This is an optimization exercise on Yosys and OpenROAD, whose aim is small area, not a production implementation.
Where RTL was checked, it was by simulation tests only, not by an equivalence proof against the original.
The flow treats the clock pin as an ideal source, which a real chip does not have.
Power and IR drop assume default switching activity.

==> inputs of quartz <==
==> flow/design.v <==
`timescale 1ns / 1ps
module VGA
(
	input clk,
	input reset,
	output reg [2:0] vgaRed,
	output reg [2:0] vgaGreen,
	output reg [1:0] vgaBlue,
	output hsync,
	output vsync,
	output MemOE,
	output MemWR,
	output RamCE,
	output RamLB,
	output RamUB,
	output [22:0] MemAdr,
	input  [15:0] MemDataIn,
	output reg [15:0] Digit
	);
	reg [10:0] d;
	reg [11:0] r;
	wire dwrap = d[10] & d[9] & d[5] & d[1] & d[0];                   
	wire rinc  = dwrap | ((&d[7:0]) & (d[8] | d[10]));                
	wire rlast = r[11] & ~r[10] & r[9] & r[5] & r[2] & r[1] & r[0];    
	always @(posedge clk) begin
		if (reset)
			d <= 11'd2;
		else if (dwrap)
			d <= 11'd0;
		else
			d <= d + 11'd1;
	end
	always @(posedge clk) begin
		if (reset || (dwrap && rlast))
			r <= 12'd4091;
		else
			r <= r + {11'd0, rinc};
	end
	wire vline = (r < 12'd2400);
	wire d_lt1280 = ~d[10] | ~(d[9] | d[8]);
	wire d_lt1284 = ~d[10] | (~d[9] & (~d[8] | ~(|d[7:2])));
	wire dig_ld = vline & d[1] & ~d[0] & d_lt1280;
	always @(posedge clk) begin
		if (reset)
			Digit <= 16'h0000;
		else if (dig_ld)
			Digit <= MemDataIn;
	end
	wire vis = vline & (|d[10:2]) & d_lt1284;
	always @(posedge clk) begin
		if (reset)
			{vgaRed, vgaGreen, vgaBlue} <= 8'h00;
		else if (!d[0])
			{vgaRed, vgaGreen, vgaBlue} <= !vis ? 8'h00 : d[1] ? Digit[15:8] : Digit[7:0];
	end
	assign hsync = !((d >= 11'd1301) && (d <= 11'd1490));
	wire d_le2 = ~(|d[10:2]) & ~(d[1] & d[0]);
	wire r_2408 = (r[11:3] == 9'd301);                                 
	assign vsync = !(r_2408 & (r[2] | r[1]) &
	                 ~((r[2:0] == 3'b010) & d_le2) & ~((r[2:0] == 3'b111) & ~d_le2));
	assign MemAdr = {4'd0, r, d[8:2]};
	assign RamCE = 1'b0;
	assign MemOE = 1'b0;
	assign MemWR = 1'b1;
	assign RamLB = 1'b0;
	assign RamUB = 1'b0;
endmodule
==> flow/flow/run.sh <==
#!/bin/bash
# Standard layout, but the port buffers buffer_ports inserts are buf_1 rather than the
# tool's default pick. The make output goes to flow.log; each ORFS step logs under orfs/logs/.
set -euo pipefail
bash standard.sh "BUFFER_PORTS_ARGS=-buffer_cell sky130_fd_sc_hd__buf_1" finish > flow.log 2>&1
==> flow/standard.sh <==
#!/bin/bash
# synth_recipe.tcl (not shown) runs the flow's synth.tcl, then flattens the netlist and writes it again
# the make line also repeats each setting of config.mk as NAME=value (left out here)
make -C /OpenROAD-flow-scripts/flow DESIGN_CONFIG=/design/flow/config.mk WORK_HOME=/design/flow/orfs CLKGATE_MAP_FILE= SYNTH_SCRIPT=/design/flow/synth_recipe.tcl "${@:-finish}"
==> flow/config.mk <==
export PLATFORM = sky130hd
export DESIGN_NAME = VGA
export DESIGN_NICKNAME = VGA
export VERILOG_FILES = /design/flow/design.v
export SDC_FILE = /design/flow/constraint.sdc
export NUM_CORES = 4
export LEC_CHECK = 0
export CAP_MARGIN = 20
export CORE_MARGIN = 2
export CORE_UTILIZATION = 40
export SLEW_MARGIN = 20
==> flow/constraint.sdc <==
create_clock -name core_clock -period 20.0 [get_ports {clk}]
set_input_delay 4.0000 -clock core_clock [delete_from_list [all_inputs] [get_ports {clk}]]
set_output_delay 4.0000 -clock core_clock [all_outputs]
set_load 0.01 [all_outputs]
==> inputs of ember, as changes to quartz <==
--- a/flow/design.v
+++ b/flow/design.v
@@ -42,15 +42,13 @@
 	wire dig_ld = vline & d[1] & ~d[0] & d_lt1280;
-	always @(posedge clk) begin
-		if (reset)
-			Digit <= 16'h0000;
-		else if (dig_ld)
-			Digit <= MemDataIn;
-	end
+	wire dig_new  = dig_ld & ~reset;
+	wire dig_keep = ~dig_ld & ~reset;
+	always @(posedge clk)
+		Digit <= ({16{dig_new}} & MemDataIn) | ({16{dig_keep}} & Digit);
 	wire vis = vline & (|d[10:2]) & d_lt1284;
-	always @(posedge clk) begin
-		if (reset)
-			{vgaRed, vgaGreen, vgaBlue} <= 8'h00;
-		else if (!d[0])
-			{vgaRed, vgaGreen, vgaBlue} <= !vis ? 8'h00 : d[1] ? Digit[15:8] : Digit[7:0];
-	end
+	wire pix_hi   = ~reset & ~d[0] & vis & d[1];
+	wire pix_lo   = ~reset & ~d[0] & vis & ~d[1];
+	wire pix_keep = ~reset & d[0];
+	always @(posedge clk)
+		{vgaRed, vgaGreen, vgaBlue} <= ({8{pix_hi}} & Digit[15:8]) | ({8{pix_lo}} & Digit[7:0]) |
+		                               ({8{pix_keep}} & {vgaRed, vgaGreen, vgaBlue});
 	assign hsync = !((d >= 11'd1301) && (d <= 11'd1490));
==> flow/flow/run.sh (replaced) <==
#!/bin/bash
# The standard layout (standard.sh) with four changes:
#  - synthesis maps the logic for area: an area-oriented abc script and no adder cells
#    (flow/synth.tcl, flow/area.abc);
#  - the port buffers that buffer_ports inserts are buf_1;
#  - the clock tree uses clkbuf_4 and no dummy loads; a buffer whose flip-flops would see a
#    clock slew near the limit becomes clkbuf_8 (flow/cts_fix.tcl, run after CTS).
#  - constant outputs share one tie cell per value (SKIP_REPAIR_TIE_FANOUT) instead of one
#    tie cell per port.
# make's output goes to flow.log; each ORFS step writes its own log under orfs/logs/.
set -euo pipefail
here=$(pwd)
export FLOW_ABC_SCRIPT=$here/flow/area.abc
bash standard.sh "SYNTH_SCRIPT=$here/flow/synth.tcl" \
  "BUFFER_PORTS_ARGS=-buffer_cell sky130_fd_sc_hd__buf_1" \
  "CTS_ARGS=-sink_clustering_enable -repair_clock_nets -buf_list sky130_fd_sc_hd__clkbuf_4 -root_buf sky130_fd_sc_hd__clkbuf_4 -dont_use_dummy_load" \
  "POST_CTS_TCL=$here/flow/cts_fix.tcl" \
  SKIP_REPAIR_TIE_FANOUT=1 \
  finish > flow.log 2>&1
==> flow/flow/area.abc (new file) <==
strash
&get -n
&fraig -x
&put
scorr
dc2
strash
&get -n
&dch -f
&nf -p
&put
==> flow/flow/cts_fix.tcl (new file) <==
estimate_parasitics -placement
set slow_drivers {}
foreach pin [get_pins -hierarchical */CLK] {
  set worst 0.0
  foreach edge {rise fall} {
    foreach analysis {min max} {
      set s [get_property $pin slew_${analysis}_$edge]
      if {[string is double -strict $s]} {
        set ps [expr {[sta::time_ui_sta $s] * 1e12}]
        if {$ps > $worst} { set worst $ps }
      }
    }
  }
  if {$worst > 120.0} {
    set net [get_nets -of_objects $pin]
    foreach drv [get_pins -of_objects $net -filter "direction == output"] {
      set inst [get_cells -of_objects $drv]
      set name [get_full_name $inst]
      if {[lsearch -exact $slow_drivers $name] < 0} { lappend slow_drivers $name }
    }
  }
}
foreach name $slow_drivers {
  set master [get_property [get_cells $name] ref_name]
  if {[string match sky130_fd_sc_hd__clkbuf_* $master] && $master ne "sky130_fd_sc_hd__clkbuf_8"} {
    puts "cts_fix: $name $master -> sky130_fd_sc_hd__clkbuf_8"
    replace_cell [get_cells $name] sky130_fd_sc_hd__clkbuf_8
  }
}
if {[llength $slow_drivers] > 0} {
  detailed_placement
  check_placement -verbose
  estimate_parasitics -placement
}
==> flow/flow/synth.tcl (new file) <==
# The standard synthesis (synth_recipe.tcl), with two changes to how the combinational logic
# is mapped: the abc call uses flow/area.abc, an area-oriented script, instead of ORFS's speed
# script; and adders are left to Yosys's own ripple techmap and to abc, without ORFS's
# Kogge-Stone carry map or its half/full-adder cell extraction (extract_fa). Everything else,
# the flip-flop mapping included, is unchanged.
set ::env(ADDER_MAP_FILE) ""
set ::env(SYNTH_OPERATIONS_ARGS) " "
proc synth {args} { yosys synth -nofsm -noshare {*}$args }
proc abc {args} {
  set i [lsearch -exact $args -script]
  if {$i >= 0} { set args [lreplace $args $i [expr {$i + 1}] -script $::env(FLOW_ABC_SCRIPT)] }
  yosys abc {*}$args
}
source $::env(SCRIPTS_DIR)/synth.tcl
# left out here: clear keep_hierarchy, flatten, clean up, hide names made inside functions, write 1_2_yosys.v
- PLACE_DENSITY: default -> 0.9
==> inputs of cedar, as changes to quartz <==
--- a/flow/design.v
+++ b/flow/design.v
@@ -42,15 +42,13 @@
 	wire dig_ld = vline & d[1] & ~d[0] & d_lt1280;
-	always @(posedge clk) begin
-		if (reset)
-			Digit <= 16'h0000;
-		else if (dig_ld)
-			Digit <= MemDataIn;
-	end
+	wire dig_new  = dig_ld & ~reset;
+	wire dig_keep = ~dig_ld & ~reset;
+	always @(posedge clk)
+		Digit <= ({16{dig_new}} & MemDataIn) | ({16{dig_keep}} & Digit);
 	wire vis = vline & (|d[10:2]) & d_lt1284;
-	always @(posedge clk) begin
-		if (reset)
-			{vgaRed, vgaGreen, vgaBlue} <= 8'h00;
-		else if (!d[0])
-			{vgaRed, vgaGreen, vgaBlue} <= !vis ? 8'h00 : d[1] ? Digit[15:8] : Digit[7:0];
-	end
+	wire pix_hi   = ~reset & ~d[0] & vis & d[1];
+	wire pix_lo   = ~reset & ~d[0] & vis & ~d[1];
+	wire pix_keep = ~reset & d[0];
+	always @(posedge clk)
+		{vgaRed, vgaGreen, vgaBlue} <= ({8{pix_hi}} & Digit[15:8]) | ({8{pix_lo}} & Digit[7:0]) |
+		                               ({8{pix_keep}} & {vgaRed, vgaGreen, vgaBlue});
 	assign hsync = !((d >= 11'd1301) && (d <= 11'd1490));
==> flow/flow/run.sh (replaced) <==
#!/bin/bash
# The standard layout (standard.sh) with four changes:
#  - synthesis maps the logic for area: an area-oriented abc script and no adder cells
#    (flow/synth.tcl, flow/area.abc);
#  - the port buffers that buffer_ports inserts are buf_1;
#  - the clock tree uses clkbuf_4 and no dummy loads; a buffer whose flip-flops would see a
#    clock slew near the limit becomes clkbuf_8 (flow/cts_fix.tcl, run after CTS).
#  - constant outputs share one tie cell per value (SKIP_REPAIR_TIE_FANOUT) instead of one
#    tie cell per port.
# make's output goes to flow.log; each ORFS step writes its own log under orfs/logs/.
set -euo pipefail
here=$(pwd)
export FLOW_ABC_SCRIPT=$here/flow/area.abc
bash standard.sh "SYNTH_SCRIPT=$here/flow/synth.tcl" \
  "BUFFER_PORTS_ARGS=-buffer_cell sky130_fd_sc_hd__buf_1" \
  "CTS_ARGS=-sink_clustering_enable -repair_clock_nets -buf_list sky130_fd_sc_hd__clkbuf_4 -root_buf sky130_fd_sc_hd__clkbuf_4 -dont_use_dummy_load" \
  "POST_CTS_TCL=$here/flow/cts_fix.tcl" \
  SKIP_REPAIR_TIE_FANOUT=1 \
  finish > flow.log 2>&1
==> flow/flow/area.abc (new file) <==
strash
&get -n
&fraig -x
&put
scorr
dc2
strash
&get -n
&dch -f
&nf -p
&put
==> flow/flow/cts_fix.tcl (new file) <==
estimate_parasitics -placement
set slow_drivers {}
foreach pin [get_pins -hierarchical */CLK] {
  set worst 0.0
  foreach edge {rise fall} {
    foreach analysis {min max} {
      set s [get_property $pin slew_${analysis}_$edge]
      if {[string is double -strict $s]} {
        set ps [expr {[sta::time_ui_sta $s] * 1e12}]
        if {$ps > $worst} { set worst $ps }
      }
    }
  }
  if {$worst > 120.0} {
    set net [get_nets -of_objects $pin]
    foreach drv [get_pins -of_objects $net -filter "direction == output"] {
      set inst [get_cells -of_objects $drv]
      set name [get_full_name $inst]
      if {[lsearch -exact $slow_drivers $name] < 0} { lappend slow_drivers $name }
    }
  }
}
foreach name $slow_drivers {
  set master [get_property [get_cells $name] ref_name]
  if {[string match sky130_fd_sc_hd__clkbuf_* $master] && $master ne "sky130_fd_sc_hd__clkbuf_8"} {
    puts "cts_fix: $name $master -> sky130_fd_sc_hd__clkbuf_8"
    replace_cell [get_cells $name] sky130_fd_sc_hd__clkbuf_8
  }
}
if {[llength $slow_drivers] > 0} {
  detailed_placement
  check_placement -verbose
  estimate_parasitics -placement
}
==> flow/flow/synth.tcl (new file) <==
# The standard synthesis (synth_recipe.tcl), with two changes to how the combinational logic
# is mapped: the abc call uses flow/area.abc, an area-oriented script, instead of ORFS's speed
# script; and adders are left to Yosys's own ripple techmap and to abc, without ORFS's
# Kogge-Stone carry map or its half/full-adder cell extraction (extract_fa). Everything else,
# the flip-flop mapping included, is unchanged.
set ::env(ADDER_MAP_FILE) ""
set ::env(SYNTH_OPERATIONS_ARGS) " "
proc synth {args} { yosys synth -nofsm -noshare {*}$args }
proc abc {args} {
  set i [lsearch -exact $args -script]
  if {$i >= 0} { set args [lreplace $args $i [expr {$i + 1}] -script $::env(FLOW_ABC_SCRIPT)] }
  yosys abc {*}$args
}
source $::env(SCRIPTS_DIR)/synth.tcl
# left out here: clear keep_hierarchy, flatten, clean up, hide names made inside functions, write 1_2_yosys.v
- CORE_UTILIZATION: 40 -> 70
- PLACE_DENSITY: default -> 0.9
==> metrics.md <==
| Metric | Value |
|---|---|
| Nets | around 270 |
| P per Cell Area | 69.48 nW/um2 |
| Slew at the pin closest to its max-slew limit | roughly 0.9 ns |
| Multi-input gate area | 784.5 um2 |
| Crit path cell chain | nor4_1 -> nand4_1 -> o21a_1 -> o211ai_1 -> buf_1 |
| Crit path to | vsync |
| Place WS | approximately 15 ns |
| Min Tclk post-route | roughly 5.8 ns |
| Largest net degree at the start of global routing | 17 |
| GR Util met2 | 0.5034 |
| Hold Path Sink | vgaBlue[0]$_DFF_P_ |
| Count of non-CTS inverters in the layout | 11 |
| Outcome | no timing/DRC/antenna violations |
| Fin cells | about 280 |
| Vias per inst | 6.262 |
| Most frequent cells in the layout | buf_1, dfxtp_1, a22o_1, a21oi_1, o21ai_0 |
| Design Area, Final | around 2100 um2 |
the above is filed under cedar

==> metrics.md <==
| Metric | Value |
|---|---|
| Count of non-CTS inverters in the layout | 6 |
| Slew at the pin closest to its max-slew limit | just under 0.9 ns |
| Largest net degree at the start of global routing | 22 |
| Vias per inst | roughly 4.8 |
| Multi-input gate area | between 1000 and 1500 um2 |
| P per Cell Area | a little under 70 nW/um2 |
| Hold Path Sink | vgaGreen[1]$_SDFFE_PP0N_ |
| Crit path cell chain | inv_1 -> ha_1 -> o31a_1 -> o21ai_0 -> nand2_1 -> o2111ai_1 -> buf_1 |
| Clock Skew | about 0.0077 ns |
| Min Tclk post-route | about 6.2 ns |
| Most frequent cells in the layout | buf_1, dfxtp_1, nor2_1, mux2i_1, nand2_1 |
| Outcome | no timing/DRC/antenna violations |
| Place WS | 14.14 ns |
| Design Area, Final | 2562 um2 |
| Clk tree area frac | 0.04541 |
| Nets | 324 |
| Fin cells | 374 |
the above is filed under quartz

==> metrics.md <==
| Metric | Value |
|---|---|
| Min Tclk post-route | approximately 5.8 ns |
| Count of non-CTS inverters in the layout | 11 |
| Design Area, Final | approximately 2100 um2 |
| Crit path to | vsync |
| Nets | between 200 and 300 |
| Hold Path Sink | vgaRed[2]$_DFF_P_ |
| Most frequent cells in the layout | buf_1, dfxtp_1, a22o_1, a21oi_1, o21ai_0 |
| Vias per inst | 5.472 |
| Multi-input gate area | a little under 800 um2 |
| Crit path cell chain | nor4_1 -> nand4_1 -> o21a_1 -> o211ai_1 -> buf_1 |
| Slew at the pin closest to its max-slew limit | between 0.8 and 0.9 ns |
| P per Cell Area | 68.56 nW/um2 |
| Fin cells | about 300 |
| Place WS | roughly 14 ns |
| Outcome | no timing/DRC/antenna violations |
the above is filed under ember

The RTL of quartz was laid out without a check of its function.

## static timing again, ports no longer ideal
Ports are ideal in the flow. The routed layouts listed here were re-timed in OpenROAD. Step 1 assumes that a clkbuf_16 drives the clock port and a buf_2 every other input. Step 2 also shifts input and output timing later by t, the mid clock arrival at the registers, as if the neighbouring blocks saw the same clock. Three values: ideal, step 1, step 2; two values: the first two.
| run | shift t [ns] | setup slack, ns | worst slew at a driven data input, ns |
|---|---|---|---|
| quartz | 0.327 | 13.820 / 13.793 / 14.120 | 0.04 |
| ember | 0.359 | 14.183 / 14.158 / 14.478 | 0.04 |
| cedar | 0.372 | 14.182 / 14.160 / 14.459 | 0.03 |
After both steps setup and hold are still met in every run listed.
